Context: an optimization exercise on an open-source flow, tuned for small area and a short achievable clock period. The choices shown serve that exercise and are no tape-out recipe. Function was checked by simulation only, so behaviour that the tests miss may differ from the original.

== build 67 ==
## lab2_pipe
module lab2_pipe (
    input clk,
    input rst,
    input start,
    input [31:0] x,
    output reg rdy,
    output [31:0] y
);
clock: 15.0 ns
lec_check: 0
cap_margin: 20
core_margin: 2
core_utilization: 40
cts_cluster_diameter: 80
cts_cluster_size: 22
place_density: 0.7
slew_margin: 75
synth_hierarchical: 1
standard.sh (not shown) runs the stock make flow with config.mk's settings and CLKGATE_MAP_FILE= SYNTH_SCRIPT=/design/flow/synth_recipe.tcl, a recipe that flattens the netlist after the stock synthesis.
==> flow/flow/run.sh <==
#!/bin/bash
set -euo pipefail
export BUFFER_PORTS_ARGS="-buffer_cell sky130_fd_sc_hd__buf_2"
bash standard.sh > standard_flow.log 2>&1
Build 67 did not stop at any stage, and its layout met the timing, design-rule and antenna checks.
[inputs] build 54 vs build 67
- CORE_UTILIZATION changed from 40 to 60
Notes after the runs:
- Build 54 completed every stage of the flow, and the final layout passed the timing, design-rule and antenna checks.
- Looking at maximum frequency, build 54 sits above build 67.
- Build 54 reports a higher flip-flop and latch share of the layout cell area than build 67 does.
- Routing usage on met2 for build 54: 19 points up relative to build 67
- Delta (build 54 minus build 67): post-route cell area now sits lower; count of plain and timing-repair buffers in the layout now sits higher; delay of the slowest cell on the worst path now sits lower.
- When the final numbers for build 67 and build 54 were put side by side, the wire length on met3 turned out to be smaller in build 67.
Here is what was changed in the inputs of build 65 compared with build 54.
- a change of CORE_UTILIZATION from 60 to 70
- a change of PLACE_DENSITY from 0.7 to 0.8
## What came out
Status: count of cells resized by post-cts repair parity (build 65, build 54). Taking build 54 as 1.0, build 65 lands at 0.927 on row count. Run comparison: build 65 slowest stage cell on the critical path fa_4; build 54 slowest stage cell on the critical path dfxtp_1. Compared with build 54, in build 65 all-layer global routing usage increased by 6.2 points relative to the old numbers; final area decreased by about 0.32% relative to the old numbers.

---

Starting RTL as in the previous note.
clock: 15.0 ns
lec_check: 0
cap_margin: 20
core_margin: 2
core_utilization: 40
cts_cluster_diameter: 60
cts_cluster_size: 30
place_density: 0.6
slew_margin: 75
synth_hierarchical: 1
Scripts as last shown in full above: flow/flow/run.sh
The baseline went through all stages and came out clean.
Edit:
- CTS_BUF_LIST: unset -> sky130_fd_sc_hd__clkbuf_8
- CTS_CLUSTER_SIZE: 30 -> 16
After rerunning:
- non-clock buffer count is unchanged
- worst hold slack loses 0.0083 ns
- via count is higher by 0.47%
- wire length hardly moves
- area after synthesis stays the same
Edit:
- CORE_UTILIZATION: 40 -> 60
- CTS_BUF_LIST: sky130_fd_sc_hd__clkbuf_8 -> unset
- CTS_CLUSTER_DIAMETER: 60 -> 80
- CTS_CLUSTER_SIZE: 16 -> 22
- PLACE_DENSITY: 0.6 -> 0.75
- SLEW_MARGIN: 75 -> 70
Critical path depth rose by 12.
Via count rises by a few percent.
Flip-flop and latch count is unchanged.
Die area came out lower by a quarter to a third.
Register-to-register slack gets worse by 0.13 ns.
Design area decreases slightly.
Worst setup slack got worse by 0.012 ns.
Sequential share of layout area climbs by 0.39 points.
Routed wire length came out higher slightly.
Area after synthesis is unchanged.
Edit:
- CORE_UTILIZATION: 60 -> 40
- PLACE_DENSITY: 0.75 -> 0.7
After rerunning: The new run finished clean; via count went down by 2.4%; register-to-register slack gets better by 0.06 ns; routed wire length came out lower by 3.8%; utilization is lower by 21 points; area after synthesis stays the same; synthesized cell count does not change; cell count rose by 8.5%; die area grows by 49%; final area goes up by 1.0%.

---

== run H ==
Starting RTL as in the previous note.
clock: 15.0 ns
lec_check: 0
cap_margin: 20
core_margin: 2
core_utilization: 40
cts_buf_list: sky130_fd_sc_hd__clkbuf_8
cts_cluster_diameter: 60
cts_cluster_size: 16
place_density: 0.7
slew_margin: 75
synth_hierarchical: 1
Scripts as last shown in full above: flow/flow/run.sh
Looking at the reports, run H completed the entire flow and the layout it produced met the timing, design-rule and antenna checks.
What run R does differently from run H at the input level:
- a change of SLEW_MARGIN from 75 to 60
- a deleted CTS_BUF_LIST that had been sky130_fd_sc_hd__clkbuf_8
- a change of CTS_CLUSTER_DIAMETER from 60 to 80
- a change of CTS_CLUSTER_SIZE from 16 to 22
==> comparison <==
- Comparing run H and run R, H-tree level count is higher on run H.
- There was hardly any difference in overall overflow remaining after global route between run R and run H.

what the ideal ports hide:
The results above use ideal ports. As a check the final layouts listed here were re-extracted and re-timed, cells and wires unchanged. Step 1 assumes that a clkbuf_16 drives the clock port and a buf_2 every other input. Step 2 moves the port delays by t, midway between the first and last clock arrival at a register: inputs arrive t later, outputs are due t later. That takes back most of the time a late clock gives input paths. Slacks: ideal / step 1 / step 2; pairs: ideal / step 1.
| run | t (ns) | setup slack, ns | worst hold slack (ns) |
|---|---|---|---|
| build 67 | 0.631 | 10.908 / 10.841 / 11.039 | 0.325 / 0.325 / 0.325 |
| build 54 | 0.633 | 10.961 / 10.900 / 10.941 | 0.328 / 0.328 / 0.328 |
| build 65 | 0.630 | 10.776 / 10.776 / 10.776 | 0.324 / 0.324 / 0.324 |
| the first run of note 2 | 0.629 | 10.977 / 10.904 / 10.832 | 0.329 / 0.329 / 0.329 |
| the second run of note 2 | 0.672 | 10.899 / 10.837 / 10.858 | 0.320 / 0.320 / 0.320 |
| the third run of note 2 | 0.620 | 10.887 / 10.887 / 10.887 | 0.328 / 0.328 / 0.328 |
| the fourth run of note 2 | 0.643 | 10.905 / 10.835 / 10.951 | 0.329 / 0.329 / 0.329 |
| run H | 0.676 | 10.849 / 10.788 / 11.011 | 0.324 / 0.324 / 0.324 |
| run R | 0.644 | 10.775 / 10.775 / 10.775 | 0.331 / 0.331 / 0.331 |
After both steps setup and hold are still met in every run listed. The setup slack of the first run of note 2, which loses most, moves by -0.073 ns with the drivers and by -0.145 ns with both steps.
